This design comes from an exercise in tuning for a short achievable clock period and few clock cycles on the open sky130 flow, not from production work. In this exercise RTL edits were held to simulation tests only and were not proved equivalent to the original. No activity file was given, so power comes from the tool's default toggle rates.

==> flow/design.v (outline; a module is shown in full before it is edited, if it fits) <==
// module mul_tree: 3203 lines
// module muldiv: 108 lines
// module mp4: 375 lines
module mp4
(
    input   logic           clk,
    input   logic           rst,
    output  logic   [31:0]  imem_address,
    output  logic           imem_read,
    input   logic   [31:0]  imem_rdata,
    input   logic           imem_resp,
    output  logic   [31:0]  dmem_address,
    output  logic           dmem_read,
    output  logic           dmem_write,
    output  logic   [3:0]   dmem_wmask,
    input   logic   [31:0]  dmem_rdata,
    output  logic   [31:0]  dmem_wdata,
    input   logic           dmem_resp
);
  // ...
==> flow/run.sh <==
#!/bin/bash
# synth_recipe.tcl (not shown) runs the flow's synth.tcl, then flattens the netlist and writes it again
# the make line also repeats each setting of config.mk as NAME=value (left out here)
make -C /OpenROAD-flow-scripts/flow DESIGN_CONFIG=/design/flow/config.mk WORK_HOME=/design/flow/orfs CLKGATE_MAP_FILE= SYNTH_SCRIPT=/design/flow/synth_recipe.tcl finish
==> flow/config.mk <==
export PLATFORM = sky130hd
export DESIGN_NAME = mp4
export DESIGN_NICKNAME = mp4
export VERILOG_FILES = /design/flow/design.v
export SDC_FILE = /design/flow/constraint.sdc
export NUM_CORES = 4
export LEC_CHECK = 0
export ABC_CLOCK_PERIOD_IN_PS = 4000
export CAP_MARGIN = 35
export CORE_MARGIN = 2
export CORE_UTILIZATION = 35
export SETUP_SLACK_MARGIN = 5
export SLEW_MARGIN = 20
==> flow/constraint.sdc <==
create_clock -name core_clock -period 12.0 [get_ports {clk}]
set_input_delay 2.4000 -clock core_clock [delete_from_list [all_inputs] [get_ports {clk}]]
set_output_delay 2.4000 -clock core_clock [all_outputs]
set_load 0.01 [all_outputs]
==> impl_results.md, run 1 <==
- Area of the die: roughly 570,000 µm²
- Max_slew headroom: approximately 20%
- Power Internal: 25.80 mW
- Post-synth top cells: 3,069 x edfxtp_1, 1,840 x and2_1, 1,357 x inv_1
- P_leak: a little under 80 nW
- Number of synthesized register bits: between 3,000 and 4,000
- Worst path bufs/invs: 5
- Cts repair resizes: 1
- DP HPWL: slightly below 500,000 µm
- Comb pwr share: approximately two fifths
- Setup Fix Bufs, Post-CTS: 2
- GRT met1 Usage: approximately 33%
- Most frequent cell after synthesis: edfxtp_1
- Core Area: ~560,000 µm²
- WL/cell: 31.36 µm
- Yosys top cell by area: edfxtp_1
- Bufs w/o clock: ~670
- Area-dominant class: registers
- Final Wtd Congestion: approximately 1.1
- CP endpoint: res_m[24]
- Nets: between 15,000 and 20,000
- R2R depth: 19
- Status: timing/DRC/antenna clean
- Multi-input logic area: 94,250 µm²
- Layout non-clock buf frac: 2.775%
- Dpl cell area: about 210,000 µm²
- Crit path depth: 19
- M2 GR Usage: about two fifths
- Reg area: approximately 95,000 µm²
- Finished Cell Area: ~220,000 µm²
- Max reg flops: roughly 1,000
- Crit Path Category: flip-flop to flip-flop
Testbench counts, summed over its fixed seeds: cycles 799,748.
==> module muldiv, before the edit <==
module muldiv
(
    input  logic        clk,
    input  logic        rst,
    input  logic        start_mul,
    input  logic        start_div,
    input  logic [2:0]  f3,
    input  logic [31:0] a,
    input  logic [31:0] b,
    input  logic        adv,
    output logic        done,
    output logic [31:0] res
);
    typedef enum logic [2:0] {S_IDLE, S_M1, S_M2, S_DNORM, S_DITER, S_DDONE} st_t;
    st_t state;
    logic [32:0] ma, mb;
    logic        mhi;
    logic [63:0] ts, tc, ms, mc, mprod;
    mul_tree u_tree (.a(ma), .b(mb), .s(ts), .c(tc));
    assign mprod = ms + mc;
    logic [31:0] n_abs, d_abs, a_raw, dq, dr, dd;
    logic        neg_q, neg_r, dz, drem;
    logic [4:0]  cnt;
    logic [5:0]  cn, cd;
    logic [32:0] diff;
    function automatic logic [5:0] clz32(input logic [31:0] v);
        logic [5:0] r;
        r = 6'd32;
        for (int i = 0; i < 32; i++) if (v[i]) r = 31 - i;
        clz32 = r;
    endfunction
    logic [5:0] kdiff;
    assign cn   = clz32(n_abs);
    assign kdiff = cd - cn;
    assign cd   = clz32(d_abs);
    assign diff = {1'b0, dr} - {1'b0, dd};
    always_ff @(posedge clk) begin
        if (rst) begin
            state <= S_IDLE;
        end else begin
            case (state)
                S_IDLE: begin
                    if (start_mul) state <= S_M1;
                    else if (start_div) state <= S_DNORM;
                end
                S_M1: state <= S_M2;
                S_M2: if (adv) state <= S_IDLE;
                S_DNORM: begin
                    if (dz || cd < cn) state <= S_DDONE;
                    else state <= S_DITER;
                end
                S_DITER: if (cnt == 5'd0) state <= S_DDONE;
                S_DDONE: if (adv) state <= S_IDLE;
                default: state <= S_IDLE;
            endcase
        end
    end
    always_ff @(posedge clk) begin
        case (state)
            S_IDLE: begin
                ma    <= {(f3[1:0] == 2'd1 || f3[1:0] == 2'd2) & a[31], a};
                mb    <= {(f3[1:0] == 2'd1) & b[31], b};
                mhi   <= (f3[1:0] != 2'd0);
                n_abs <= (!f3[0] && a[31]) ? (32'd0 - a) : a;
                d_abs <= (!f3[0] && b[31]) ? (32'd0 - b) : b;
                a_raw <= a;
                neg_q <= !f3[0] && (a[31] ^ b[31]);
                neg_r <= !f3[0] && a[31];
                dz    <= (b == 32'd0);
                drem  <= f3[1];
            end
            S_M1: begin
                ms <= ts;
                mc <= tc;
            end
            S_DNORM: begin
                dq  <= 32'd0;
                dr  <= n_abs;
                dd  <= d_abs << kdiff[4:0];
                cnt <= kdiff[4:0];
            end
            S_DITER: begin
                if (!diff[32]) begin
                    dr <= diff[31:0];
                    dq <= {dq[30:0], 1'b1};
                end else begin
                    dq <= {dq[30:0], 1'b0};
                end
                dd  <= dd >> 1;
                cnt <= cnt - 5'd1;
            end
            default: ;
        endcase
    end
    always_comb begin
        done = 1'b0;
        res  = 32'd0;
        if (state == S_M2) begin
            done = 1'b1;
            res  = mhi ? mprod[63:32] : mprod[31:0];
        end else if (state == S_DDONE) begin
            done = 1'b1;
            if (dz)        res = drem ? a_raw : 32'hffffffff;
            else if (drem) res = neg_r ? (32'd0 - dr) : dr;
            else           res = neg_q ? (32'd0 - dq) : dq;
        end
    end
endmodule
==> run 2: changes to the inputs <==
--- a/flow/design.v
+++ b/flow/design.v
@@ -1,3 +1,3 @@
-module mul_tree (input logic [32:0] a, input logic [32:0] b, output logic [63:0] s, output logic [63:0] c);
+module mul_tree1 (input logic [32:0] a, input logic [32:0] b, output logic [63:0] r0, output logic [63:0] r1, output logic [63:0] r2);
     wire t0 = (a[0] & b[0]);
     wire t1 = (a[0] & b[1]);
@@ -2949,256 +2949,454 @@
     wire t2947 = t2828 ^ t1084 ^ t1085;
     wire t2948 = (t2828 & t1084) | (t2828 & t1085) | (t1084 & t1085);
-    wire t2949 = t3 ^ t4;
-    wire t2950 = t3 & t4;
-    wire t2951 = t2829 ^ t8 ^ t9;
-    wire t2952 = (t2829 & t8) | (t2829 & t9) | (t8 & t9);
-    wire t2953 = t2830 ^ t2831 ^ t14;
-    wire t2954 = (t2830 & t2831) | (t2830 & t14) | (t2831 & t14);
-    wire t2955 = t2832 ^ t2833 ^ t20;
-    wire t2956 = (t2832 & t2833) | (t2832 & t20) | (t2833 & t20);
-    wire t2957 = t2834 ^ t2835 ^ t2609;
-    wire t2958 = (t2834 & t2835) | (t2834 & t2609) | (t2835 & t2609);
-    wire t2959 = t2836 ^ t2837 ^ t2613;
-    wire t2960 = (t2836 & t2837) | (t2836 & t2613) | (t2837 & t2613);
-    wire t2961 = t2838 ^ t2839 ^ t2617;
-    wire t2962 = (t2838 & t2839) | (t2838 & t2617) | (t2839 & t2617);
-    wire t2963 = t2840 ^ t2841 ^ t2621;
-    wire t2964 = (t2840 & t2841) | (t2840 & t2621) | (t2841 & t2621);
-    wire t2965 = t2842 ^ t2843 ^ t2625;
-    wire t2966 = (t2842 & t2843) | (t2842 & t2625) | (t2843 & t2625);
-    wire t2967 = t2844 ^ t2845 ^ t2629;
-    wire t2968 = (t2844 & t2845) | (t2844 & t2629) | (t2845 & t2629);
-    wire t2969 = t2846 ^ t2847 ^ t2633;
-    wire t2970 = (t2846 & t2847) | (t2846 & t2633) | (t2847 & t2633);
-    wire t2971 = t2848 ^ t2849 ^ t2637;
-    wire t2972 = (t2848 & t2849) | (t2848 & t2637) | (t2849 & t2637);
-    wire t2973 = t2850 ^ t2851 ^ t2641;
-    wire t2974 = (t2850 & t2851) | (t2850 & t2641) | (t2851 & t2641);
-    wire t2975 = t2852 ^ t2853 ^ t2645;
-    wire t2976 = (t2852 & t2853) | (t2852 & t2645) | (t2853 & t2645);
-    wire t2977 = t2854 ^ t2855 ^ t2649;
-    wire t2978 = (t2854 & t2855) | (t2854 & t2649) | (t2855 & t2649);
-    wire t2979 = t2856 ^ t2857 ^ t2653;
-    wire t2980 = (t2856 & t2857) | (t2856 & t2653) | (t2857 & t2653);
-    wire t2981 = t2858 ^ t2859 ^ t2657;
-    wire t2982 = (t2858 & t2859) | (t2858 & t2657) | (t2859 & t2657);
-    wire t2983 = t2860 ^ t2861 ^ t2661;
-    wire t2984 = (t2860 & t2861) | (t2860 & t2661) | (t2861 & t2661);
-    wire t2985 = t2862 ^ t2863 ^ t2665;
-    wire t2986 = (t2862 & t2863) | (t2862 & t2665) | (t2863 & t2665);
-    wire t2987 = t2864 ^ t2865 ^ t2669;
-    wire t2988 = (t2864 & t2865) | (t2864 & t2669) | (t2865 & t2669);
-    wire t2989 = t2866 ^ t2867 ^ t2673;
-    wire t2990 = (t2866 & t2867) | (t2866 & t2673) | (t2867 & t2673);
-    wire t2991 = t2868 ^ t2869 ^ t2677;
-    wire t2992 = (t2868 & t2869) | (t2868 & t2677) | (t2869 & t2677);
-    wire t2993 = t2870 ^ t2871 ^ t2681;
-    wire t2994 = (t2870 & t2871) | (t2870 & t2681) | (t2871 & t2681);
-    wire t2995 = t2872 ^ t2873 ^ t2685;
-    wire t2996 = (t2872 & t2873) | (t2872 & t2685) | (t2873 & t2685);
-    wire t2997 = t2874 ^ t2875 ^ t2689;
-    wire t2998 = (t2874 & t2875) | (t2874 & t2689) | (t2875 & t2689);
-    wire t2999 = t2876 ^ t2877 ^ t2693;
-    wire t3000 = (t2876 & t2877) | (t2876 & t2693) | (t2877 & t2693);
-    wire t3001 = t2878 ^ t2879 ^ t2697;
-    wire t3002 = (t2878 & t2879) | (t2878 & t2697) | (t2879 & t2697);
-    wire t3003 = t2880 ^ t2881 ^ t2701;
-    wire t3004 = (t2880 & t2881) | (t2880 & t2701) | (t2881 & t2701);
-    wire t3005 = t2882 ^ t2883 ^ t2705;
-    wire t3006 = (t2882 & t2883) | (t2882 & t2705) | (t2883 & t2705);
-    wire t3007 = t2884 ^ t2885 ^ t2709;
-    wire t3008 = (t2884 & t2885) | (t2884 & t2709) | (t2885 & t2709);
-    wire t3009 = t2886 ^ t2887 ^ t2713;
-    wire t3010 = (t2886 & t2887) | (t2886 & t2713) | (t2887 & t2713);
-    wire t3011 = t2888 ^ t2889 ^ t2717;
-    wire t3012 = (t2888 & t2889) | (t2888 & t2717) | (t2889 & t2717);
-    wire t3013 = t2890 ^ t2891 ^ t2721;
-    wire t3014 = (t2890 & t2891) | (t2890 & t2721) | (t2891 & t2721);
-    wire t3015 = t2892 ^ t2893 ^ t2725;
-    wire t3016 = (t2892 & t2893) | (t2892 & t2725) | (t2893 & t2725);
-    wire t3017 = t2894 ^ t2895 ^ t2729;
-    wire t3018 = (t2894 & t2895) | (t2894 & t2729) | (t2895 & t2729);
-    wire t3019 = t2896 ^ t2897 ^ t2733;
-    wire t3020 = (t2896 & t2897) | (t2896 & t2733) | (t2897 & t2733);
-    wire t3021 = t2898 ^ t2899 ^ t2737;
-    wire t3022 = (t2898 & t2899) | (t2898 & t2737) | (t2899 & t2737);
-    wire t3023 = t2900 ^ t2901 ^ t2741;
-    wire t3024 = (t2900 & t2901) | (t2900 & t2741) | (t2901 & t2741);
-    wire t3025 = t2902 ^ t2903 ^ t2745;
-    wire t3026 = (t2902 & t2903) | (t2902 & t2745) | (t2903 & t2745);
-    wire t3027 = t2904 ^ t2905 ^ t2749;
-    wire t3028 = (t2904 & t2905) | (t2904 & t2749) | (t2905 & t2749);
-    wire t3029 = t2906 ^ t2907 ^ t2753;
-    wire t3030 = (t2906 & t2907) | (t2906 & t2753) | (t2907 & t2753);
-    wire t3031 = t2908 ^ t2909 ^ t2757;
-    wire t3032 = (t2908 & t2909) | (t2908 & t2757) | (t2909 & t2757);
-    wire t3033 = t2910 ^ t2911 ^ t2761;
-    wire t3034 = (t2910 & t2911) | (t2910 & t2761) | (t2911 & t2761);
-    wire t3035 = t2912 ^ t2913 ^ t2765;
-    wire t3036 = (t2912 & t2913) | (t2912 & t2765) | (t2913 & t2765);
-    wire t3037 = t2914 ^ t2915 ^ t2769;
-    wire t3038 = (t2914 & t2915) | (t2914 & t2769) | (t2915 & t2769);
-    wire t3039 = t2916 ^ t2917 ^ t2773;
-    wire t3040 = (t2916 & t2917) | (t2916 & t2773) | (t2917 & t2773);
-    wire t3041 = t2918 ^ t2919 ^ t2777;
-    wire t3042 = (t2918 & t2919) | (t2918 & t2777) | (t2919 & t2777);
-    wire t3043 = t2920 ^ t2921 ^ t2781;
-    wire t3044 = (t2920 & t2921) | (t2920 & t2781) | (t2921 & t2781);
-    wire t3045 = t2922 ^ t2923 ^ t2785;
-    wire t3046 = (t2922 & t2923) | (t2922 & t2785) | (t2923 & t2785);
-    wire t3047 = t2924 ^ t2925 ^ t2789;
-    wire t3048 = (t2924 & t2925) | (t2924 & t2789) | (t2925 & t2789);
-    wire t3049 = t2926 ^ t2927 ^ t2793;
-    wire t3050 = (t2926 & t2927) | (t2926 & t2793) | (t2927 & t2793);
-    wire t3051 = t2928 ^ t2929 ^ t2797;
-    wire t3052 = (t2928 & t2929) | (t2928 & t2797) | (t2929 & t2797);
-    wire t3053 = t2930 ^ t2931 ^ t2801;
-    wire t3054 = (t2930 & t2931) | (t2930 & t2801) | (t2931 & t2801);
-    wire t3055 = t2932 ^ t2933 ^ t2805;
-    wire t3056 = (t2932 & t2933) | (t2932 & t2805) | (t2933 & t2805);
-    wire t3057 = t2934 ^ t2935 ^ t2809;
-    wire t3058 = (t2934 & t2935) | (t2934 & t2809) | (t2935 & t2809);
-    wire t3059 = t2936 ^ t2937 ^ t2813;
-    wire t3060 = (t2936 & t2937) | (t2936 & t2813) | (t2937 & t2813);
-    wire t3061 = t2938 ^ t2939 ^ t2817;
-    wire t3062 = (t2938 & t2939) | (t2938 & t2817) | (t2939 & t2817);
-    wire t3063 = t2940 ^ t2941 ^ t2821;
-    wire t3064 = (t2940 & t2941) | (t2940 & t2821) | (t2941 & t2821);
-    wire t3065 = t2942 ^ t2943 ^ t2825;
-    wire t3066 = (t2942 & t2943) | (t2942 & t2825) | (t2943 & t2825);
-    wire t3067 = t2944 ^ t2945 ^ t1083;
-    wire t3068 = (t2944 & t2945) | (t2944 & t1083) | (t2945 & t1083);
-    wire t3069 = t2946 ^ t2947 ^ t1086;
-    wire t3070 = (t2946 & t2947) | (t2946 & t1086) | (t2947 & t1086);
-    wire t3071 = t2948 ^ t1087 ^ t1088;
-    wire t3072 = (t2948 & t1087) | (t2948 & t1088) | (t1087 & t1088);
-    assign s[0] = t0;
-    assign c[0] = 1'b0;
-    assign s[1] = t1;
-    assign c[1] = t2;
-    assign s[2] = t2949;
-    assign c[2] = t5;
-    assign s[3] = t2950;
-    assign c[3] = t2951;
-    assign s[4] = t2952;
-    assign c[4] = t2953;
-    assign s[5] = t2954;
-    assign c[5] = t2955;
-    assign s[6] = t2956;
-    assign c[6] = t2957;
-    assign s[7] = t2958;
-    assign c[7] = t2959;
-    assign s[8] = t2960;
-    assign c[8] = t2961;
-    assign s[9] = t2962;
-    assign c[9] = t2963;
-    assign s[10] = t2964;
-    assign c[10] = t2965;
-    assign s[11] = t2966;
-    assign c[11] = t2967;
-    assign s[12] = t2968;
-    assign c[12] = t2969;
-    assign s[13] = t2970;
-    assign c[13] = t2971;
-    assign s[14] = t2972;
-    assign c[14] = t2973;
-    assign s[15] = t2974;
-    assign c[15] = t2975;
-    assign s[16] = t2976;
-    assign c[16] = t2977;
-    assign s[17] = t2978;
-    assign c[17] = t2979;
-    assign s[18] = t2980;
-    assign c[18] = t2981;
-    assign s[19] = t2982;
-    assign c[19] = t2983;
-    assign s[20] = t2984;
-    assign c[20] = t2985;
-    assign s[21] = t2986;
-    assign c[21] = t2987;
-    assign s[22] = t2988;
-    assign c[22] = t2989;
-    assign s[23] = t2990;
-    assign c[23] = t2991;
-    assign s[24] = t2992;
-    assign c[24] = t2993;
-    assign s[25] = t2994;
-    assign c[25] = t2995;
-    assign s[26] = t2996;
-    assign c[26] = t2997;
-    assign s[27] = t2998;
-    assign c[27] = t2999;
-    assign s[28] = t3000;
-    assign c[28] = t3001;
-    assign s[29] = t3002;
-    assign c[29] = t3003;
-    assign s[30] = t3004;
-    assign c[30] = t3005;
-    assign s[31] = t3006;
-    assign c[31] = t3007;
-    assign s[32] = t3008;
-    assign c[32] = t3009;
-    assign s[33] = t3010;
-    assign c[33] = t3011;
-    assign s[34] = t3012;
-    assign c[34] = t3013;
-    assign s[35] = t3014;
-    assign c[35] = t3015;
-    assign s[36] = t3016;
-    assign c[36] = t3017;
-    assign s[37] = t3018;
-    assign c[37] = t3019;
-    assign s[38] = t3020;
-    assign c[38] = t3021;
-    assign s[39] = t3022;
-    assign c[39] = t3023;
-    assign s[40] = t3024;
-    assign c[40] = t3025;
-    assign s[41] = t3026;
-    assign c[41] = t3027;
-    assign s[42] = t3028;
-    assign c[42] = t3029;
-    assign s[43] = t3030;
-    assign c[43] = t3031;
-    assign s[44] = t3032;
-    assign c[44] = t3033;
-    assign s[45] = t3034;
-    assign c[45] = t3035;
-    assign s[46] = t3036;
-    assign c[46] = t3037;
-    assign s[47] = t3038;
-    assign c[47] = t3039;
-    assign s[48] = t3040;
-    assign c[48] = t3041;
-    assign s[49] = t3042;
-    assign c[49] = t3043;
-    assign s[50] = t3044;
-    assign c[50] = t3045;
-    assign s[51] = t3046;
-    assign c[51] = t3047;
-    assign s[52] = t3048;
-    assign c[52] = t3049;
-    assign s[53] = t3050;
-    assign c[53] = t3051;
-    assign s[54] = t3052;
-    assign c[54] = t3053;
-    assign s[55] = t3054;
-    assign c[55] = t3055;
-    assign s[56] = t3056;
-    assign c[56] = t3057;
-    assign s[57] = t3058;
-    assign c[57] = t3059;
-    assign s[58] = t3060;
-    assign c[58] = t3061;
-    assign s[59] = t3062;
-    assign c[59] = t3063;
-    assign s[60] = t3064;
-    assign c[60] = t3065;
-    assign s[61] = t3066;
-    assign c[61] = t3067;
-    assign s[62] = t3068;
-    assign c[62] = t3069;
-    assign s[63] = t3070;
-    assign c[63] = t3071;
+    assign r0[0] = t0;
+    assign r1[0] = 1'b0;
+    assign r2[0] = 1'b0;
+    assign r0[1] = t1;
+    assign r1[1] = t2;
+    assign r2[1] = 1'b0;
+    assign r0[2] = t3;
+    assign r1[2] = t4;
+    assign r2[2] = t5;
+    assign r0[3] = t2829;
+    assign r1[3] = t8;
+    assign r2[3] = t9;
+    assign r0[4] = t2830;
+    assign r1[4] = t2831;
+    assign r2[4] = t14;
+    assign r0[5] = t2832;
+    assign r1[5] = t2833;
+    assign r2[5] = t20;
+    assign r0[6] = t2834;
+    assign r1[6] = t2835;
+    assign r2[6] = t2609;
+    assign r0[7] = t2836;
+    assign r1[7] = t2837;
+    assign r2[7] = t2613;
+    assign r0[8] = t2838;
+    assign r1[8] = t2839;
+    assign r2[8] = t2617;
+    assign r0[9] = t2840;
+    assign r1[9] = t2841;
+    assign r2[9] = t2621;
+    assign r0[10] = t2842;
+    assign r1[10] = t2843;
+    assign r2[10] = t2625;
+    assign r0[11] = t2844;
+    assign r1[11] = t2845;
+    assign r2[11] = t2629;
+    assign r0[12] = t2846;
+    assign r1[12] = t2847;
+    assign r2[12] = t2633;
+    assign r0[13] = t2848;
+    assign r1[13] = t2849;
+    assign r2[13] = t2637;
+    assign r0[14] = t2850;
+    assign r1[14] = t2851;
+    assign r2[14] = t2641;
+    assign r0[15] = t2852;
+    assign r1[15] = t2853;
+    assign r2[15] = t2645;
+    assign r0[16] = t2854;
+    assign r1[16] = t2855;
+    assign r2[16] = t2649;
+    assign r0[17] = t2856;
+    assign r1[17] = t2857;
+    assign r2[17] = t2653;
+    assign r0[18] = t2858;
+    assign r1[18] = t2859;
+    assign r2[18] = t2657;
+    assign r0[19] = t2860;
+    assign r1[19] = t2861;
+    assign r2[19] = t2661;
+    assign r0[20] = t2862;
+    assign r1[20] = t2863;
+    assign r2[20] = t2665;
+    assign r0[21] = t2864;
+    assign r1[21] = t2865;
+    assign r2[21] = t2669;
+    assign r0[22] = t2866;
+    assign r1[22] = t2867;
+    assign r2[22] = t2673;
+    assign r0[23] = t2868;
+    assign r1[23] = t2869;
+    assign r2[23] = t2677;
+    assign r0[24] = t2870;
+    assign r1[24] = t2871;
+    assign r2[24] = t2681;
+    assign r0[25] = t2872;
+    assign r1[25] = t2873;
+    assign r2[25] = t2685;
+    assign r0[26] = t2874;
+    assign r1[26] = t2875;
+    assign r2[26] = t2689;
+    assign r0[27] = t2876;
+    assign r1[27] = t2877;
+    assign r2[27] = t2693;
+    assign r0[28] = t2878;
+    assign r1[28] = t2879;
+    assign r2[28] = t2697;
+    assign r0[29] = t2880;
+    assign r1[29] = t2881;
+    assign r2[29] = t2701;
+    assign r0[30] = t2882;
+    assign r1[30] = t2883;
+    assign r2[30] = t2705;
+    assign r0[31] = t2884;
+    assign r1[31] = t2885;
+    assign r2[31] = t2709;
+    assign r0[32] = t2886;
+    assign r1[32] = t2887;
+    assign r2[32] = t2713;
+    assign r0[33] = t2888;
+    assign r1[33] = t2889;
+    assign r2[33] = t2717;
+    assign r0[34] = t2890;
+    assign r1[34] = t2891;
+    assign r2[34] = t2721;
+    assign r0[35] = t2892;
+    assign r1[35] = t2893;
+    assign r2[35] = t2725;
+    assign r0[36] = t2894;
+    assign r1[36] = t2895;
+    assign r2[36] = t2729;
+    assign r0[37] = t2896;
+    assign r1[37] = t2897;
+    assign r2[37] = t2733;
+    assign r0[38] = t2898;
+    assign r1[38] = t2899;
+    assign r2[38] = t2737;
+    assign r0[39] = t2900;
+    assign r1[39] = t2901;
+    assign r2[39] = t2741;
+    assign r0[40] = t2902;
+    assign r1[40] = t2903;
+    assign r2[40] = t2745;
+    assign r0[41] = t2904;
+    assign r1[41] = t2905;
+    assign r2[41] = t2749;
+    assign r0[42] = t2906;
+    assign r1[42] = t2907;
+    assign r2[42] = t2753;
+    assign r0[43] = t2908;
+    assign r1[43] = t2909;
+    assign r2[43] = t2757;
+    assign r0[44] = t2910;
+    assign r1[44] = t2911;
+    assign r2[44] = t2761;
+    assign r0[45] = t2912;
+    assign r1[45] = t2913;
+    assign r2[45] = t2765;
+    assign r0[46] = t2914;
+    assign r1[46] = t2915;
+    assign r2[46] = t2769;
+    assign r0[47] = t2916;
+    assign r1[47] = t2917;
+    assign r2[47] = t2773;
+    assign r0[48] = t2918;
+    assign r1[48] = t2919;
+    assign r2[48] = t2777;
+    assign r0[49] = t2920;
+    assign r1[49] = t2921;
+    assign r2[49] = t2781;
+    assign r0[50] = t2922;
+    assign r1[50] = t2923;
+    assign r2[50] = t2785;
+    assign r0[51] = t2924;
+    assign r1[51] = t2925;
+    assign r2[51] = t2789;
+    assign r0[52] = t2926;
+    assign r1[52] = t2927;
+    assign r2[52] = t2793;
+    assign r0[53] = t2928;
+    assign r1[53] = t2929;
+    assign r2[53] = t2797;
+    assign r0[54] = t2930;
+    assign r1[54] = t2931;
+    assign r2[54] = t2801;
+    assign r0[55] = t2932;
+    assign r1[55] = t2933;
+    assign r2[55] = t2805;
+    assign r0[56] = t2934;
+    assign r1[56] = t2935;
+    assign r2[56] = t2809;
+    assign r0[57] = t2936;
+    assign r1[57] = t2937;
+    assign r2[57] = t2813;
+    assign r0[58] = t2938;
+    assign r1[58] = t2939;
+    assign r2[58] = t2817;
+    assign r0[59] = t2940;
+    assign r1[59] = t2941;
+    assign r2[59] = t2821;
+    assign r0[60] = t2942;
+    assign r1[60] = t2943;
+    assign r2[60] = t2825;
+    assign r0[61] = t2944;
+    assign r1[61] = t2945;
+    assign r2[61] = t1083;
+    assign r0[62] = t2946;
+    assign r1[62] = t2947;
+    assign r2[62] = t1086;
+    assign r0[63] = t2948;
+    assign r1[63] = t1087;
+    assign r2[63] = t1088;
+endmodule
+module mul_tree2 (input logic [63:0] r0, input logic [63:0] r1, input logic [63:0] r2, output logic [63:0] s, output logic [63:0] c);
+    wire t2949 = r0[0] ^ r1[0];
+    wire t2950 = r0[0] & r1[0];
+    wire t2951 = r0[1] ^ r1[1] ^ r2[1];
+    wire t2952 = (r0[1] & r1[1]) | (r0[1] & r2[1]) | (r1[1] & r2[1]);
+    wire t2953 = r0[2] ^ r1[2] ^ r2[2];
+    wire t2954 = (r0[2] & r1[2]) | (r0[2] & r2[2]) | (r1[2] & r2[2]);
+    wire t2955 = r0[3] ^ r1[3] ^ r2[3];
+    wire t2956 = (r0[3] & r1[3]) | (r0[3] & r2[3]) | (r1[3] & r2[3]);
+    wire t2957 = r0[4] ^ r1[4] ^ r2[4];
+    wire t2958 = (r0[4] & r1[4]) | (r0[4] & r2[4]) | (r1[4] & r2[4]);
+    wire t2959 = r0[5] ^ r1[5] ^ r2[5];
+    wire t2960 = (r0[5] & r1[5]) | (r0[5] & r2[5]) | (r1[5] & r2[5]);
+    wire t2961 = r0[6] ^ r1[6] ^ r2[6];
+    wire t2962 = (r0[6] & r1[6]) | (r0[6] & r2[6]) | (r1[6] & r2[6]);
+    wire t2963 = r0[7] ^ r1[7] ^ r2[7];
+    wire t2964 = (r0[7] & r1[7]) | (r0[7] & r2[7]) | (r1[7] & r2[7]);
+    wire t2965 = r0[8] ^ r1[8] ^ r2[8];
+    wire t2966 = (r0[8] & r1[8]) | (r0[8] & r2[8]) | (r1[8] & r2[8]);
+    wire t2967 = r0[9] ^ r1[9] ^ r2[9];
+    wire t2968 = (r0[9] & r1[9]) | (r0[9] & r2[9]) | (r1[9] & r2[9]);
+    wire t2969 = r0[10] ^ r1[10] ^ r2[10];
+    wire t2970 = (r0[10] & r1[10]) | (r0[10] & r2[10]) | (r1[10] & r2[10]);
+    wire t2971 = r0[11] ^ r1[11] ^ r2[11];
+    wire t2972 = (r0[11] & r1[11]) | (r0[11] & r2[11]) | (r1[11] & r2[11]);
+    wire t2973 = r0[12] ^ r1[12] ^ r2[12];
+    wire t2974 = (r0[12] & r1[12]) | (r0[12] & r2[12]) | (r1[12] & r2[12]);
+    wire t2975 = r0[13] ^ r1[13] ^ r2[13];
+    wire t2976 = (r0[13] & r1[13]) | (r0[13] & r2[13]) | (r1[13] & r2[13]);
+    wire t2977 = r0[14] ^ r1[14] ^ r2[14];
+    wire t2978 = (r0[14] & r1[14]) | (r0[14] & r2[14]) | (r1[14] & r2[14]);
+    wire t2979 = r0[15] ^ r1[15] ^ r2[15];
+    wire t2980 = (r0[15] & r1[15]) | (r0[15] & r2[15]) | (r1[15] & r2[15]);
+    wire t2981 = r0[16] ^ r1[16] ^ r2[16];
+    wire t2982 = (r0[16] & r1[16]) | (r0[16] & r2[16]) | (r1[16] & r2[16]);
+    wire t2983 = r0[17] ^ r1[17] ^ r2[17];
+    wire t2984 = (r0[17] & r1[17]) | (r0[17] & r2[17]) | (r1[17] & r2[17]);
+    wire t2985 = r0[18] ^ r1[18] ^ r2[18];
+    wire t2986 = (r0[18] & r1[18]) | (r0[18] & r2[18]) | (r1[18] & r2[18]);
+    wire t2987 = r0[19] ^ r1[19] ^ r2[19];
+    wire t2988 = (r0[19] & r1[19]) | (r0[19] & r2[19]) | (r1[19] & r2[19]);
+    wire t2989 = r0[20] ^ r1[20] ^ r2[20];
+    wire t2990 = (r0[20] & r1[20]) | (r0[20] & r2[20]) | (r1[20] & r2[20]);
+    wire t2991 = r0[21] ^ r1[21] ^ r2[21];
+    wire t2992 = (r0[21] & r1[21]) | (r0[21] & r2[21]) | (r1[21] & r2[21]);
+    wire t2993 = r0[22] ^ r1[22] ^ r2[22];
+    wire t2994 = (r0[22] & r1[22]) | (r0[22] & r2[22]) | (r1[22] & r2[22]);
+    wire t2995 = r0[23] ^ r1[23] ^ r2[23];
+    wire t2996 = (r0[23] & r1[23]) | (r0[23] & r2[23]) | (r1[23] & r2[23]);
+    wire t2997 = r0[24] ^ r1[24] ^ r2[24];
+    wire t2998 = (r0[24] & r1[24]) | (r0[24] & r2[24]) | (r1[24] & r2[24]);
+    wire t2999 = r0[25] ^ r1[25] ^ r2[25];
+    wire t3000 = (r0[25] & r1[25]) | (r0[25] & r2[25]) | (r1[25] & r2[25]);
+    wire t3001 = r0[26] ^ r1[26] ^ r2[26];
+    wire t3002 = (r0[26] & r1[26]) | (r0[26] & r2[26]) | (r1[26] & r2[26]);
+    wire t3003 = r0[27] ^ r1[27] ^ r2[27];
+    wire t3004 = (r0[27] & r1[27]) | (r0[27] & r2[27]) | (r1[27] & r2[27]);
+    wire t3005 = r0[28] ^ r1[28] ^ r2[28];
+    wire t3006 = (r0[28] & r1[28]) | (r0[28] & r2[28]) | (r1[28] & r2[28]);
+    wire t3007 = r0[29] ^ r1[29] ^ r2[29];
+    wire t3008 = (r0[29] & r1[29]) | (r0[29] & r2[29]) | (r1[29] & r2[29]);
+    wire t3009 = r0[30] ^ r1[30] ^ r2[30];
+    wire t3010 = (r0[30] & r1[30]) | (r0[30] & r2[30]) | (r1[30] & r2[30]);
+    wire t3011 = r0[31] ^ r1[31] ^ r2[31];
+    wire t3012 = (r0[31] & r1[31]) | (r0[31] & r2[31]) | (r1[31] & r2[31]);
+    wire t3013 = r0[32] ^ r1[32] ^ r2[32];
+    wire t3014 = (r0[32] & r1[32]) | (r0[32] & r2[32]) | (r1[32] & r2[32]);
+    wire t3015 = r0[33] ^ r1[33] ^ r2[33];
+    wire t3016 = (r0[33] & r1[33]) | (r0[33] & r2[33]) | (r1[33] & r2[33]);
+    wire t3017 = r0[34] ^ r1[34] ^ r2[34];
+    wire t3018 = (r0[34] & r1[34]) | (r0[34] & r2[34]) | (r1[34] & r2[34]);
+    wire t3019 = r0[35] ^ r1[35] ^ r2[35];
+    wire t3020 = (r0[35] & r1[35]) | (r0[35] & r2[35]) | (r1[35] & r2[35]);
+    wire t3021 = r0[36] ^ r1[36] ^ r2[36];
+    wire t3022 = (r0[36] & r1[36]) | (r0[36] & r2[36]) | (r1[36] & r2[36]);
+    wire t3023 = r0[37] ^ r1[37] ^ r2[37];
+    wire t3024 = (r0[37] & r1[37]) | (r0[37] & r2[37]) | (r1[37] & r2[37]);
+    wire t3025 = r0[38] ^ r1[38] ^ r2[38];
+    wire t3026 = (r0[38] & r1[38]) | (r0[38] & r2[38]) | (r1[38] & r2[38]);
+    wire t3027 = r0[39] ^ r1[39] ^ r2[39];
+    wire t3028 = (r0[39] & r1[39]) | (r0[39] & r2[39]) | (r1[39] & r2[39]);
+    wire t3029 = r0[40] ^ r1[40] ^ r2[40];
+    wire t3030 = (r0[40] & r1[40]) | (r0[40] & r2[40]) | (r1[40] & r2[40]);
+    wire t3031 = r0[41] ^ r1[41] ^ r2[41];
+    wire t3032 = (r0[41] & r1[41]) | (r0[41] & r2[41]) | (r1[41] & r2[41]);
+    wire t3033 = r0[42] ^ r1[42] ^ r2[42];
+    wire t3034 = (r0[42] & r1[42]) | (r0[42] & r2[42]) | (r1[42] & r2[42]);
+    wire t3035 = r0[43] ^ r1[43] ^ r2[43];
+    wire t3036 = (r0[43] & r1[43]) | (r0[43] & r2[43]) | (r1[43] & r2[43]);
+    wire t3037 = r0[44] ^ r1[44] ^ r2[44];
+    wire t3038 = (r0[44] & r1[44]) | (r0[44] & r2[44]) | (r1[44] & r2[44]);
+    wire t3039 = r0[45] ^ r1[45] ^ r2[45];
+    wire t3040 = (r0[45] & r1[45]) | (r0[45] & r2[45]) | (r1[45] & r2[45]);
+    wire t3041 = r0[46] ^ r1[46] ^ r2[46];
+    wire t3042 = (r0[46] & r1[46]) | (r0[46] & r2[46]) | (r1[46] & r2[46]);
+    wire t3043 = r0[47] ^ r1[47] ^ r2[47];
+    wire t3044 = (r0[47] & r1[47]) | (r0[47] & r2[47]) | (r1[47] & r2[47]);
+    wire t3045 = r0[48] ^ r1[48] ^ r2[48];
+    wire t3046 = (r0[48] & r1[48]) | (r0[48] & r2[48]) | (r1[48] & r2[48]);
+    wire t3047 = r0[49] ^ r1[49] ^ r2[49];
+    wire t3048 = (r0[49] & r1[49]) | (r0[49] & r2[49]) | (r1[49] & r2[49]);
+    wire t3049 = r0[50] ^ r1[50] ^ r2[50];
+    wire t3050 = (r0[50] & r1[50]) | (r0[50] & r2[50]) | (r1[50] & r2[50]);
+    wire t3051 = r0[51] ^ r1[51] ^ r2[51];
+    wire t3052 = (r0[51] & r1[51]) | (r0[51] & r2[51]) | (r1[51] & r2[51]);
+    wire t3053 = r0[52] ^ r1[52] ^ r2[52];
+    wire t3054 = (r0[52] & r1[52]) | (r0[52] & r2[52]) | (r1[52] & r2[52]);
+    wire t3055 = r0[53] ^ r1[53] ^ r2[53];
+    wire t3056 = (r0[53] & r1[53]) | (r0[53] & r2[53]) | (r1[53] & r2[53]);
+    wire t3057 = r0[54] ^ r1[54] ^ r2[54];
+    wire t3058 = (r0[54] & r1[54]) | (r0[54] & r2[54]) | (r1[54] & r2[54]);
+    wire t3059 = r0[55] ^ r1[55] ^ r2[55];
+    wire t3060 = (r0[55] & r1[55]) | (r0[55] & r2[55]) | (r1[55] & r2[55]);
+    wire t3061 = r0[56] ^ r1[56] ^ r2[56];
+    wire t3062 = (r0[56] & r1[56]) | (r0[56] & r2[56]) | (r1[56] & r2[56]);
+    wire t3063 = r0[57] ^ r1[57] ^ r2[57];
+    wire t3064 = (r0[57] & r1[57]) | (r0[57] & r2[57]) | (r1[57] & r2[57]);
+    wire t3065 = r0[58] ^ r1[58] ^ r2[58];
+    wire t3066 = (r0[58] & r1[58]) | (r0[58] & r2[58]) | (r1[58] & r2[58]);
+    wire t3067 = r0[59] ^ r1[59] ^ r2[59];
+    wire t3068 = (r0[59] & r1[59]) | (r0[59] & r2[59]) | (r1[59] & r2[59]);
+    wire t3069 = r0[60] ^ r1[60] ^ r2[60];
+    wire t3070 = (r0[60] & r1[60]) | (r0[60] & r2[60]) | (r1[60] & r2[60]);
+    wire t3071 = r0[61] ^ r1[61] ^ r2[61];
+    wire t3072 = (r0[61] & r1[61]) | (r0[61] & r2[61]) | (r1[61] & r2[61]);
+    wire t3073 = r0[62] ^ r1[62] ^ r2[62];
+    wire t3074 = (r0[62] & r1[62]) | (r0[62] & r2[62]) | (r1[62] & r2[62]);
+    wire t3075 = r0[63] ^ r1[63] ^ r2[63];
+    wire t3076 = (r0[63] & r1[63]) | (r0[63] & r2[63]) | (r1[63] & r2[63]);
+    assign s[0] = t2949;
+    assign c[0] = r2[0];
+    assign s[1] = t2950;
+    assign c[1] = t2951;
+    assign s[2] = t2952;
+    assign c[2] = t2953;
+    assign s[3] = t2954;
+    assign c[3] = t2955;
+    assign s[4] = t2956;
+    assign c[4] = t2957;
+    assign s[5] = t2958;
+    assign c[5] = t2959;
+    assign s[6] = t2960;
+    assign c[6] = t2961;
+    assign s[7] = t2962;
+    assign c[7] = t2963;
+    assign s[8] = t2964;
+    assign c[8] = t2965;
+    assign s[9] = t2966;
+    assign c[9] = t2967;
+    assign s[10] = t2968;
+    assign c[10] = t2969;
+    assign s[11] = t2970;
+    assign c[11] = t2971;
+    assign s[12] = t2972;
+    assign c[12] = t2973;
+    assign s[13] = t2974;
+    assign c[13] = t2975;
+    assign s[14] = t2976;
+    assign c[14] = t2977;
+    assign s[15] = t2978;
+    assign c[15] = t2979;
+    assign s[16] = t2980;
+    assign c[16] = t2981;
+    assign s[17] = t2982;
+    assign c[17] = t2983;
+    assign s[18] = t2984;
+    assign c[18] = t2985;
+    assign s[19] = t2986;
+    assign c[19] = t2987;
+    assign s[20] = t2988;
+    assign c[20] = t2989;
+    assign s[21] = t2990;
+    assign c[21] = t2991;
+    assign s[22] = t2992;
+    assign c[22] = t2993;
+    assign s[23] = t2994;
+    assign c[23] = t2995;
+    assign s[24] = t2996;
+    assign c[24] = t2997;
+    assign s[25] = t2998;
+    assign c[25] = t2999;
+    assign s[26] = t3000;
+    assign c[26] = t3001;
+    assign s[27] = t3002;
+    assign c[27] = t3003;
+    assign s[28] = t3004;
+    assign c[28] = t3005;
+    assign s[29] = t3006;
+    assign c[29] = t3007;
+    assign s[30] = t3008;
+    assign c[30] = t3009;
+    assign s[31] = t3010;
+    assign c[31] = t3011;
+    assign s[32] = t3012;
+    assign c[32] = t3013;
+    assign s[33] = t3014;
+    assign c[33] = t3015;
+    assign s[34] = t3016;
+    assign c[34] = t3017;
+    assign s[35] = t3018;
+    assign c[35] = t3019;
+    assign s[36] = t3020;
+    assign c[36] = t3021;
+    assign s[37] = t3022;
+    assign c[37] = t3023;
+    assign s[38] = t3024;
+    assign c[38] = t3025;
+    assign s[39] = t3026;
+    assign c[39] = t3027;
+    assign s[40] = t3028;
+    assign c[40] = t3029;
+    assign s[41] = t3030;
+    assign c[41] = t3031;
+    assign s[42] = t3032;
+    assign c[42] = t3033;
+    assign s[43] = t3034;
+    assign c[43] = t3035;
+    assign s[44] = t3036;
+    assign c[44] = t3037;
+    assign s[45] = t3038;
+    assign c[45] = t3039;
+    assign s[46] = t3040;
+    assign c[46] = t3041;
+    assign s[47] = t3042;
+    assign c[47] = t3043;
+    assign s[48] = t3044;
+    assign c[48] = t3045;
+    assign s[49] = t3046;
+    assign c[49] = t3047;
+    assign s[50] = t3048;
+    assign c[50] = t3049;
+    assign s[51] = t3050;
+    assign c[51] = t3051;
+    assign s[52] = t3052;
+    assign c[52] = t3053;
+    assign s[53] = t3054;
+    assign c[53] = t3055;
+    assign s[54] = t3056;
+    assign c[54] = t3057;
+    assign s[55] = t3058;
+    assign c[55] = t3059;
+    assign s[56] = t3060;
+    assign c[56] = t3061;
+    assign s[57] = t3062;
+    assign c[57] = t3063;
+    assign s[58] = t3064;
+    assign c[58] = t3065;
+    assign s[59] = t3066;
+    assign c[59] = t3067;
+    assign s[60] = t3068;
+    assign c[60] = t3069;
+    assign s[61] = t3070;
+    assign c[61] = t3071;
+    assign s[62] = t3072;
+    assign c[62] = t3073;
+    assign s[63] = t3074;
+    assign c[63] = t3075;
 endmodule
 module muldiv
@@ -3219,17 +3417,34 @@
     logic [32:0] ma, mb;
     logic        mhi;
-    logic [63:0] ts, tc, ms, mc, mprod;
-    mul_tree u_tree (.a(ma), .b(mb), .s(ts), .c(tc));
+    logic [63:0] q0, q1, q2, r0, r1, r2, ms, mc, mprod;
+    mul_tree1 u_tree1 (.a(ma), .b(mb), .r0(q0), .r1(q1), .r2(q2));
+    mul_tree2 u_tree2 (.r0(r0), .r1(r1), .r2(r2), .s(ms), .c(mc));
     assign mprod = ms + mc;
     logic [31:0] n_abs, d_abs, a_raw, dq, dr, dd;
+    logic [34:0] t1, t2, t3;
+    logic [33:0] d3, dd3;
+    logic [1:0]  qd;
     logic        neg_q, neg_r, dz, drem;
     logic [4:0]  cnt;
     logic [5:0]  cn, cd;
-    logic [32:0] diff;
+    function automatic logic [2:0] clz8(input logic [7:0] v);
+        logic [2:0] r;
+        r = 3'd7;
+        for (int i = 0; i < 8; i++) if (v[i]) r = 7 - i;
+        clz8 = r;
+    endfunction
     function automatic logic [5:0] clz32(input logic [31:0] v);
-        logic [5:0] r;
-        r = 6'd32;
-        for (int i = 0; i < 32; i++) if (v[i]) r = 31 - i;
-        clz32 = r;
+        logic [3:0] nz;
+        logic [2:0] c3, c2, c1, c0;
+        nz = {|v[31:24], |v[23:16], |v[15:8], |v[7:0]};
+        c3 = clz8(v[31:24]);
+        c2 = clz8(v[23:16]);
+        c1 = clz8(v[15:8]);
+        c0 = clz8(v[7:0]);
+        if (nz[3])      clz32 = {3'd0, c3};
+        else if (nz[2]) clz32 = {3'd1, c2};
+        else if (nz[1]) clz32 = {3'd2, c1};
+        else if (nz[0]) clz32 = {3'd3, c0};
+        else            clz32 = 6'd32;
     endfunction
     logic [5:0] kdiff;
@@ -3237,5 +3452,9 @@
     assign kdiff = cd - cn;
     assign cd   = clz32(d_abs);
-    assign diff = {1'b0, dr} - {1'b0, dd};
+    assign t1 = {3'b0, dr} - {3'b0, dd};
+    assign t2 = {3'b0, dr} - {2'b0, dd, 1'b0};
+    assign t3 = {3'b0, dr} - {1'b0, dd3};
+    assign d3 = {2'b0, d_abs} + {1'b0, d_abs, 1'b0};
+    assign qd = !t3[34] ? 2'd3 : !t2[34] ? 2'd2 : !t1[34] ? 2'd1 : 2'd0;
     always_ff @(posedge clk) begin
         if (rst) begin
@@ -3274,21 +3493,23 @@
             end
             S_M1: begin
-                ms <= ts;
-                mc <= tc;
+                r0 <= q0; r1 <= q1; r2 <= q2;
             end
             S_DNORM: begin
                 dq  <= 32'd0;
                 dr  <= n_abs;
-                dd  <= d_abs << kdiff[4:0];
-                cnt <= kdiff[4:0];
+                dd  <= d_abs << {kdiff[4:1], 1'b0};
+                dd3 <= d3 << {kdiff[4:1], 1'b0};
+                cnt <= {1'b0, kdiff[4:1]};
             end
             S_DITER: begin
-                if (!diff[32]) begin
-                    dr <= diff[31:0];
-                    dq <= {dq[30:0], 1'b1};
-                end else begin
-                    dq <= {dq[30:0], 1'b0};
-                end
-                dd  <= dd >> 1;
+                case (qd)
+                    2'd3: dr <= t3[31:0];
+                    2'd2: dr <= t2[31:0];
+                    2'd1: dr <= t1[31:0];
+                    default: ;
+                endcase
+                dq  <= {dq[29:0], qd};
+                dd  <= dd >> 2;
+                dd3 <= dd3 >> 2;
                 cnt <= cnt - 5'd1;
             end
@@ -3326,6 +3547,6 @@
     input   logic           dmem_resp
 );
-    logic stall_m, stall_x, load_use, hold_d, redirect;
-    logic [31:0] redirect_pc;
+    logic stall_m, stall_x, load_use, hold_d, mis_x, redir_q;
+    logic [31:0] redirect_pc, redir_pc_q;
     logic [31:0] pc_f;
     logic        btb_v   [16];
@@ -3338,14 +3559,23 @@
     logic        btb_hit_f, pred_taken_f;
     logic [7:0]  pht_idx_f;
-    logic [31:0] pred_tgt_f;
+    logic [31:0] pred_tgt_f, pc4_f, target_f;
+    logic [1:0]  pht_val_f;
     assign btb_idx_f    = pc_f[5:2];
     assign btb_hit_f    = btb_v[btb_idx_f] && (btb_tag[btb_idx_f] == pc_f[15:6]);
     assign pht_idx_f    = pc_f[9:2] ^ ghr;
-    assign pred_taken_f = btb_hit_f && (btb_j[btb_idx_f] || pht[pht_idx_f][1]);
+    assign pred_taken_f = btb_hit_f && (btb_j[btb_idx_f] || pht_val_f[1]);
     assign pred_tgt_f   = btb_tgt[btb_idx_f];
+    logic        rst_q;
+    always_ff @(posedge clk) rst_q <= rst;
+    assign pht_val_f    = rst_q ? 2'b01 : pht[pht_idx_f];
+    assign pc4_f        = pc_f + 32'd4;
+    assign target_f     = pc_f + ((imem_rdata[6:0] == 7'b1101111) ?
+                          {{11{imem_rdata[31]}}, imem_rdata[31], imem_rdata[19:12], imem_rdata[20], imem_rdata[30:21], 1'b0} :
+                          {{19{imem_rdata[31]}}, imem_rdata[31], imem_rdata[7], imem_rdata[30:25], imem_rdata[11:8], 1'b0});
     assign imem_address = pc_f;
     assign imem_read    = 1'b1;
     logic        valid_d;
-    logic [31:0] instr_d, pc_d, pred_tgt_d;
+    logic [31:0] instr_d, pc_d, pred_tgt_d, target_d, pc4_d;
+    logic [1:0]  pht_val_d;
     logic        pred_taken_d;
     logic [7:0]  pht_idx_d;
@@ -3353,12 +3583,12 @@
         if (rst) begin
             pc_f <= 32'h40000000;
-        end else if (redirect) begin
-            pc_f <= redirect_pc;
+        end else if (redir_q) begin
+            pc_f <= redir_pc_q;
         end else if (!hold_d && imem_resp) begin
-            pc_f <= pred_taken_f ? pred_tgt_f : pc_f + 32'd4;
+            pc_f <= pred_taken_f ? pred_tgt_f : pc4_f;
         end
     end
     always_ff @(posedge clk) begin
-        if (rst || redirect) valid_d <= 1'b0;
+        if (rst || redir_q)  valid_d <= 1'b0;
         else if (!hold_d)    valid_d <= imem_resp;
     end
@@ -3370,4 +3600,7 @@
             pred_tgt_d   <= pred_tgt_f;
             pht_idx_d    <= pht_idx_f;
+            pht_val_d    <= pht_val_f;
+            target_d     <= target_f;
+            pc4_d        <= pc4_f;
         end
     end
@@ -3410,12 +3643,17 @@
     logic [4:0]  rd_w;
     logic [31:0] wdata_w;
+    logic [4:0]  rd_m;
+    logic        wen_m, valid_m;
+    logic [31:0] wb_m;
     logic [31:0] rs1_val_d, rs2_val_d;
     always_comb begin
-        if (rs1_d == 5'd0)                    rs1_val_d = 32'd0;
-        else if (wen_w && rd_w == rs1_d)      rs1_val_d = wdata_w;
-        else                                  rs1_val_d = rf[rs1_d];
-        if (rs2_d == 5'd0)                    rs2_val_d = 32'd0;
-        else if (wen_w && rd_w == rs2_d)      rs2_val_d = wdata_w;
-        else                                  rs2_val_d = rf[rs2_d];
+        if (rs1_d == 5'd0)                          rs1_val_d = 32'd0;
+        else if (valid_m && wen_m && rd_m == rs1_d) rs1_val_d = wb_m;
+        else if (wen_w && rd_w == rs1_d)            rs1_val_d = wdata_w;
+        else                                        rs1_val_d = rf[rs1_d];
+        if (rs2_d == 5'd0)                          rs2_val_d = 32'd0;
+        else if (valid_m && wen_m && rd_m == rs2_d) rs2_val_d = wb_m;
+        else if (wen_w && rd_w == rs2_d)            rs2_val_d = wdata_w;
+        else                                        rs2_val_d = rf[rs2_d];
     end
     logic [31:0] op1_d, op2_d;
@@ -3447,9 +3685,8 @@
         end
     end
-    logic [31:0] target_d, pc4_d;
-    assign target_d = pc_d + (is_jal_d ? imm_j_d : imm_b_d);
-    assign pc4_d    = pc_d + 32'd4;
-    logic        valid_x;
+    logic        valid_x, valid_xr;
+    assign valid_x = valid_xr && !redir_q;
     logic [31:0] pc_x, pc4_x, target_x, pred_tgt_x, op1_x, op2_x, rs2v_x;
+    logic [1:0]  pht_val_x;
     logic        pred_taken_x;
     logic [7:0]  pht_idx_x;
@@ -3459,22 +3696,17 @@
     logic [9:0]  aluop_x;
     logic        is_jal_x, is_jalr_x, is_br_x, is_load_x, is_store_x, is_mul_x, is_div_x, is_link_x;
-    logic        f1m_x, f1w_x, f2m_x, f2w_x, fsm_x, fsw_x;
-    logic        f1m_d, f1w_d, f2m_d, f2w_d, fsm_d, fsw_d;
-    logic [4:0]  rd_m;
-    logic        wen_m, valid_m;
+    logic        f1m_x, f2m_x, fsm_x;
+    logic        f1m_d, f2m_d, fsm_d;
     assign f1m_d = uses_rs1_d && valid_x && wen_x && (rd_x == rs1_d);
-    assign f1w_d = uses_rs1_d && valid_m && wen_m && (rd_m == rs1_d);
     assign fsm_d = uses_rs2_d && valid_x && wen_x && (rd_x == rs2_d);
-    assign fsw_d = uses_rs2_d && valid_m && wen_m && (rd_m == rs2_d);
     assign f2m_d = op2_is_rs2_d && fsm_d;
-    assign f2w_d = op2_is_rs2_d && fsw_d;
     assign load_use = valid_d && valid_x && is_load_x && wen_x &&
                       ((uses_rs1_d && rd_x == rs1_d) || (uses_rs2_d && rd_x == rs2_d));
     assign hold_d   = stall_m || stall_x || load_use;
     always_ff @(posedge clk) begin
-        if (rst || redirect)            valid_x <= 1'b0;
-        else if (stall_m || stall_x)    valid_x <= valid_x;
-        else if (load_use)              valid_x <= 1'b0;
-        else                            valid_x <= valid_d;
+        if (rst || redir_q)             valid_xr <= 1'b0;
+        else if (stall_m || stall_x)    valid_xr <= valid_xr;
+        else if (load_use)              valid_xr <= 1'b0;
+        else                            valid_xr <= valid_d;
     end
     always_ff @(posedge clk) begin
@@ -3484,4 +3716,5 @@
             target_x     <= target_d;
             pred_tgt_x   <= pred_tgt_d;
+            pht_val_x    <= pht_val_d;
             pred_taken_x <= pred_taken_d;
             pht_idx_x    <= pht_idx_d;
@@ -3502,16 +3735,13 @@
             is_link_x    <= is_jal_d || is_jalr_d;
             f1m_x        <= f1m_d;
-            f1w_x        <= f1w_d;
             f2m_x        <= f2m_d;
-            f2w_x        <= f2w_d;
             fsm_x        <= fsm_d;
-            fsw_x        <= fsw_d;
         end
     end
     logic [31:0] res_m;
     logic [31:0] a_x, b_x, sd_x;
-    assign a_x  = f1m_x ? res_m : (f1w_x ? wdata_w : op1_x);
-    assign b_x  = f2m_x ? res_m : (f2w_x ? wdata_w : op2_x);
-    assign sd_x = fsm_x ? res_m : (fsw_x ? wdata_w : rs2v_x);
+    assign a_x  = f1m_x ? res_m : op1_x;
+    assign b_x  = f2m_x ? res_m : op2_x;
+    assign sd_x = fsm_x ? res_m : rs2v_x;
     logic eq_x, lt_x, ltu_x;
     assign eq_x  = (a_x == b_x);
@@ -3550,5 +3780,10 @@
     assign taken_x   = is_jal_x || (is_br_x && br_cond_x);
     assign mispred_x = is_jalr_x || (taken_x != pred_taken_x) || (taken_x && (target_x != pred_tgt_x));
-    assign redirect  = valid_x && mispred_x && !stall_m && !stall_x;
+    assign mis_x     = valid_x && mispred_x && !stall_m && !stall_x;
+    always_ff @(posedge clk) begin
+        if (rst) redir_q <= 1'b0;
+        else     redir_q <= mis_x;
+        redir_pc_q <= redirect_pc;
+    end
     always_comb begin
         if (is_jalr_x)    redirect_pc = {sum_x[31:1], 1'b0};
@@ -3580,4 +3815,5 @@
     logic        upd_br, upd_taken, upd_set, upd_clr, upd_j;
     logic [7:0]  upd_pidx;
+    logic [1:0]  upd_pval;
     logic [3:0]  upd_bidx;
     logic [9:0]  upd_tag;
@@ -3597,4 +3833,5 @@
         upd_taken <= br_cond_x;
         upd_pidx  <= pht_idx_x;
+        upd_pval  <= pht_val_x;
         upd_bidx  <= pc_x[5:2];
         upd_tag   <= pc_x[15:6];
@@ -3603,13 +3840,18 @@
     end
     always_ff @(posedge clk) begin
+        if (rst_q) begin
+            for (int i = 0; i < 256; i++) pht[i] <= 2'b01;
+        end else if (upd_br) begin
+            if (upd_taken) pht[upd_pidx] <= (upd_pval == 2'b11) ? 2'b11 : upd_pval + 2'b01;
+            else           pht[upd_pidx] <= (upd_pval == 2'b00) ? 2'b00 : upd_pval - 2'b01;
+        end
+    end
+    always_ff @(posedge clk) begin
         if (rst) begin
             ghr <= 8'd0;
-            for (int i = 0; i < 256; i++) pht[i] <= 2'b01;
             for (int i = 0; i < 16; i++) btb_v[i] <= 1'b0;
         end else begin
             if (upd_br) begin
                 ghr <= {ghr[6:0], upd_taken};
-                if (upd_taken) pht[upd_pidx] <= (pht[upd_pidx] == 2'b11) ? 2'b11 : pht[upd_pidx] + 2'b01;
-                else           pht[upd_pidx] <= (pht[upd_pidx] == 2'b00) ? 2'b00 : pht[upd_pidx] - 2'b01;
             end
             if (upd_set)      btb_v[upd_bidx] <= 1'b1;
@@ -3624,13 +3866,26 @@
         end
     end
-    logic        is_load_m, is_store_m;
+    logic        is_load_m, is_store_m, rdreq_m, wrreq_m;
     logic [2:0]  f3_m;
     logic [31:0] wdata_m;
     logic [3:0]  wmask_m;
     always_ff @(posedge clk) begin
-        if (rst)            valid_m <= 1'b0;
-        else if (stall_m)   valid_m <= valid_m;
-        else if (stall_x)   valid_m <= 1'b0;
-        else                valid_m <= valid_x;
+        if (rst) begin
+            valid_m <= 1'b0;
+            rdreq_m <= 1'b0;
+            wrreq_m <= 1'b0;
+        end else if (stall_m) begin
+            valid_m <= valid_m;
+            rdreq_m <= rdreq_m;
+            wrreq_m <= wrreq_m;
+        end else if (stall_x) begin
+            valid_m <= 1'b0;
+            rdreq_m <= 1'b0;
+            wrreq_m <= 1'b0;
+        end else begin
+            valid_m <= valid_x;
+            rdreq_m <= valid_x && is_load_x;
+            wrreq_m <= valid_x && is_store_x;
+        end
     end
     always_ff @(posedge clk) begin
@@ -3647,10 +3902,10 @@
     end
     assign dmem_address = {res_m[31:2], 2'b00};
-    assign dmem_read    = valid_m && is_load_m;
-    assign dmem_write   = valid_m && is_store_m;
+    assign dmem_read    = rdreq_m;
+    assign dmem_write   = wrreq_m;
     assign dmem_wdata   = wdata_m;
     assign dmem_wmask   = wmask_m;
-    assign stall_m      = valid_m && (is_load_m || is_store_m) && !dmem_resp;
-    logic [31:0] ld_m, wb_m;
+    assign stall_m      = (rdreq_m || wrreq_m) && !dmem_resp;
+    logic [31:0] ld_m;
     logic [15:0] ld_h;
     logic [7:0]  ld_b;
@@ -3668,15 +3923,13 @@
     assign wb_m = is_load_m ? ld_m : res_m;
     always_ff @(posedge clk) begin
-        if (rst)            wen_w <= 1'b0;
-        else if (!stall_m)  wen_w <= valid_m && wen_m;
+        if (rst) wen_w <= 1'b0;
+        else     wen_w <= valid_m && wen_m && !stall_m;
     end
     always_ff @(posedge clk) begin
-        if (!stall_m) begin
-            rd_w    <= rd_m;
-            wdata_w <= wb_m;
-        end
+        rd_w    <= rd_m;
+        wdata_w <= wb_m;
     end
     always_ff @(posedge clk) begin
-        if (rst) begin
+        if (rst_q) begin
             for (int i = 1; i < 32; i++) rf[i] <= 32'd0;
         end else if (wen_w) begin
==> flow/flow/run.sh (new file) <==
#!/bin/bash
set -euo pipefail
MARGIN=$(cat flow/margin.txt)
bash standard.sh SETUP_SLACK_MARGIN=$MARGIN finish > standard_flow.log 2>&1
==> flow/flow/margin.txt (new file) <==
7.5
==> flow/standard.sh (new file) <==
#!/bin/bash
# synth_recipe.tcl (not shown) runs the flow's synth.tcl, then flattens the netlist and writes it again
# the make line also repeats each setting of config.mk as NAME=value (left out here)
make -C /OpenROAD-flow-scripts/flow DESIGN_CONFIG=/design/flow/config.mk WORK_HOME=/design/flow/orfs CLKGATE_MAP_FILE= SYNTH_SCRIPT=/design/flow/synth_recipe.tcl "${@:-finish}"
--- a/flow/config.mk
+++ b/flow/config.mk
@@ -9,5 +9,4 @@
 export CAP_MARGIN = 35
 export CORE_MARGIN = 2
-export CORE_UTILIZATION = 35
-export SETUP_SLACK_MARGIN = 5
+export CORE_UTILIZATION = 45
 export SLEW_MARGIN = 20
removed: flow/run.sh
==> run 2 against run 1 <==
  * Wire length grew 9.7%
  * Utilization is 13 points higher
  * Die area fell by 19%
  * Synthesized area increased by 4.3%
  * Final cell count shrank 0.66%
  * Synthesized cell count rose by 4.2%
  * Design area increased by 8.1%
  * Setup slack gained 1.8 ns
  * Combinational power decreased by 9%
  * Sequential share of layout area fell by 1.0 points
  * Sequential power hardly changed
  * First-iteration DRC count up 16%
  * Critical endpoint is now target_d[30]
==> impl_results.md, run 2 <==
- Slowest-stage cell, CP: a2111oi_4
- Ys Warns: 2
- Comb pwr share: 35.6% (-2.9 points)
- Yosys top cell by area: edfxtp_1
- Largest family of logic cells by synthesized area: multiplexers
- P_leak: 88.06 nW (+11%)
- Library cells used by synthesis: 95
- 1st-pass router iterations: 9
- PD cells: 169.7 nW/µm²
- Final setup violation count: 0
- CP arrival: about 5.8 ns
- Chip width: 681.9 µm
- Final Wtd Congestion: 1.032 (-5.4%)
- Maximum VDD drop: 0.0001649 V
- Final WL: 803,800 µm
- Max reg flops: 1,024 (unchanged)
- Status: timing/DRC/antenna clean
- CP Cell Sequence: buf_6 -> nand4_1 -> nor3_4 -> buf_6 -> mux2_4 -> ha_4 -> a21o_1 -> a21oi_2 -> o21ai_2 -> a21o_1 -> a2111oi_4 -> nor3_2 -> o31a_1 -> o211ai_1 -> buf_4 -> a21boi_2 -> a31oi_1 -> xnor2_1
- GRT Total Usage: approximately a third
- Number of CTS-inserted buffers: 370
- Most frequent cell after synthesis: edfxtp_1
- Fraction of registers with async set/reset: 0%
- H-tree depth: 5
- DP HPWL: 508,800 µm (+4.8%)
- Maximum root-to-sink buffer count: 4
- Num rows: 248
- Synth Area in Adders: around an eighth
- Synth top area share: ~46%
- Max Fclk: slightly above 200 MHz
- Top Registers: rf x1024, btb_tgt x512, pht x512
- Cell count after synthesis: around 17,000
- CTS Sinks: 3,384
- Initial antenna violation count: between 80 and 90
- Synth Area in Simple Gates: between 10 and 15%
- Largest net degree at the start of global routing: between 150 and 200
- CTS tree: yes
- Crit Path Category: input port to flip-flop
- CTS root buf: clkbuf_16
- WL/cell: 34.62 µm (+10%)
- Mapped Avg Cell Area: roughly 13 µm²
- GR Overflow Total: 0
- Hold/Removal Path Class: flip-flop to flip-flop
- Top FF cell, synth: edfxtp_1
- Area of the die: 464,900 µm² (-19%)
- Sequential Power Share: approximately 36%
- Final Max Tran Viols: 0
- Number of global-route vias before repair: about 140k
- Switching share of power: between 30% and 40%
- Nets: 18,190 (+8.0%)
- Core Area: 456,800 µm² (-19%)
- Post-synthesis xor/xnor area fraction: ~1.9%
- Worst R2R Setup Slack: ~7.2 ns
- # IOs: around 170
- Power share of the clock group: between 20% and 30%
- Post-synthesis mux area share: 13.24%
- Slew @ Worst Pin: roughly 1.4 ns
- Sequential fraction of the synthesis area: 48.20%
- Fin crit period: 4.964 ns
- Worst setup margin: slightly above 7 ns
- Placement Setup Slack: 4.485 ns
- Commonest cells after routing, fill and taps aside: 3,189 x edfxtp_1, 1,791 x and2_1, 1,129 x inv_1, 1,015 x mux4_2, 875 x nand2_1
- Via Count: approximately 150k
- NetSw: 14.29 mW
- First-pass GRT wire length: 1,110,000 µm
- Layout cells sized above 1: approximately a fifth
- Max_slew headroom: 3.754% (-17 points)
- Drc violations: 0
- Fin util: a little over half
- Largest cells by area after synthesis: edfxtp_1 46%, mux4_2 11%, fa_1 9.4%
- Largest register by flop count: rf
- RSZ-0062 raised after global routing: yes
- Number of synthesized register bits: 3,384 (+6.1%)
- Layout area overhead: 15.52%
- Setup crit end kind: flip-flop
- Final hold violations: 0
- Synth Area in Compound Gates: ~8%
- CP max FO: 4
- Die height: about 680 µm
- Clk latency of the worst-skew pair: around 1 ns
- Starting Density: 45.27%
- CTS clock-pin slew for the worst setup and hold paths: roughly 0.070 ns
- TNS Setup: 0 ns
- Post-synth top cells: 3,189 x edfxtp_1, 1,820 x and2_1, 1,238 x inv_1
- Final Cycle Share: 41.37%
- Required time worst endpoint: 12.78 ns
- Drt via density: around 6.4
- Total of max-cap violations: 0
- Final ANT Viol Nets: 0
- Most common cell after layout, fill and taps aside: edfxtp_1
- Max incr delay on CP: between 0.3 and 0.4 ns
- Skew final: approximately 0.098 ns
- Power Internal: 26.24 mW (+1.7%)
- Critical path startpoint category: input port
- Synthesized area: approximately 210,000 µm²
- Detailed router's first-iteration violation count: roughly 21,000
- EDFF count, synth: between 3,000 and 4,000
- Port buffer count: about 170
==> run 2: cell types whose count changed after synthesis, moves of 120 or more <==
| cell | change |
|---|---|
| edfxtp_1 | +120 |
| nor3_1 | +137 |
| o21ai_0 | -255 |
| a21o_1 | +309 |
| a21oi_1 | +124 |
| ha_1 | +124 |
==> run 2: metrics by stage <==
step / instance area [µm²] / total power, mW / hold slack, ns / cells
2_1_floorplan: 207000 / 22.35 / 0.3233 / 16530
3_3_place_gp: 215700 / 26.77 / 0.3235 / 21990
3_5_place_dp: 216300 / 26.98 / 0.3278 / 22030
4_1_cts: 234100 / 39.51 / 0.3419 / 22970
5_1_grt: 238800 / 42.15 / 0.3438 / 23200
6_report: 238900 / 40.53 / 0.3398 / 23220
==> run 2: worst paths after layout <==
path / from / endpoint / depth (start not counted)
max: imem_rdata[0] / target_d[30] / 18
min: pht_val_x[0] / upd_pval[0] / 0
max reg2reg: u_md.dr[0] / u_md.dr[28] / 19
min reg2reg: pht_val_x[0] / upd_pval[0] / 0
==> run 2: critical path, delay by kind of cell <==
family | cells | cell delay [ns]
fa+ha+maj | 1 | 0.21
buf+inv | 3 | 0.44
mux | 1 | 0.33
xor+xnor | 1 | 0.09
simple gates | 3 | 0.50
compound gates | 9 | 1.77
==> run 2: cell families (layout without fill, tap and decap cells) <==
group / after synthesis / count (layout)
DFF: 3384 / 3384
other: 2 / 35
and+or+nand+nor: 4820 / 4820
muxes: 1459 / 1459
AOI/OAI and AO/OA: 2506 / 2506
xor gates and xnor gates: 437 / 437
adders and majority gates: 1365 / 1365
buffers and inverters: 2552 / 3088
==> run 2: what timing repair did <==
action	4_1_cts	5_1_grt
hold buffers	0	0
gates cloned	34	29
pin swaps	157	271
buffers inserted	228	171
resized for setup	850	567
setup endpoints to repair	590	300
==> run 2: layout make-up <==
| cell class | count | area, µm² |
|---|---|---|
| fill | 38770 | 217900 |
| inverter | 1251 | 4848 |
| antenna | 32 | 80.08 |
| multi-input combinational | 10590 | 101900 |
| timing repair buffer | 1161 | 12590 |
| clock inverter | 197 | 1964 |
| sequential | 3384 | 99760 |
| clock buffer | 476 | 9991 |
| tap | 6125 | 7664 |
| timing repair inverter | 3 | 27.53 |
==> run 2: power by group through the flow <==
| stage | logic, mW | clock network (mW) | registers (mW) |
|---|---|---|---|
| 2_1_floorplan | 7.77 | 0 | 14.6 |
| 3_3_place_gp | 11.8 | 0 | 14.9 |
| 3_5_place_dp | 12.0 | 0 | 15.0 |
| 4_1_cts | 13.3 | 11.6 | 14.6 |
| 5_1_grt | 15.5 | 12.0 | 14.6 |
| 6_report | 14.4 | 11.5 | 14.6 |
==> run 2: layer usage <==
layer  part of all wire (%)  up-vias  track usage [%]
met4                    7.5       24            20.39
met3                     12     2118            8.558
met1                     37    76130            44.61
met2                     44     9560            50.49
li1                       -    60470                -
met5                  0.017        -                0
Testbench counts of run 2, summed over its fixed seeds: cycles 795,538.

==> what the ideal ports hide <==
Ports are ideal in the flow. The routed layouts listed here were re-timed in OpenROAD.
Step 1: set_driving_cell puts a clkbuf_16 on clk and a buf_2 on each other input, an assumption about the parent block.
Step 2, shift: input delay + t, output delay - t, t = (earliest + latest rising clock arrival at the registers) / 2. This alone moves slack from input paths to output paths.
Slacks: no drivers / after step 1 / after step 2; pairs: no drivers / after step 1.
run	t, ns	setup slack, ns	worst setup path after step 2	clock arrival spread, ns	worst data-port slew with drivers (ns)
run 1	1.125	5.256 / 5.256 / 5.256	register to register	0.178 / 0.178	0.25
run 2	1.101	7.036 / 7.107 / 6.006	input to register	0.102 / 0.102	0.28
After both steps every run listed still meets setup and hold. The setup slack of run 2, which loses most, moves by +0.071 ns with the drivers and by -1.030 ns with both steps.
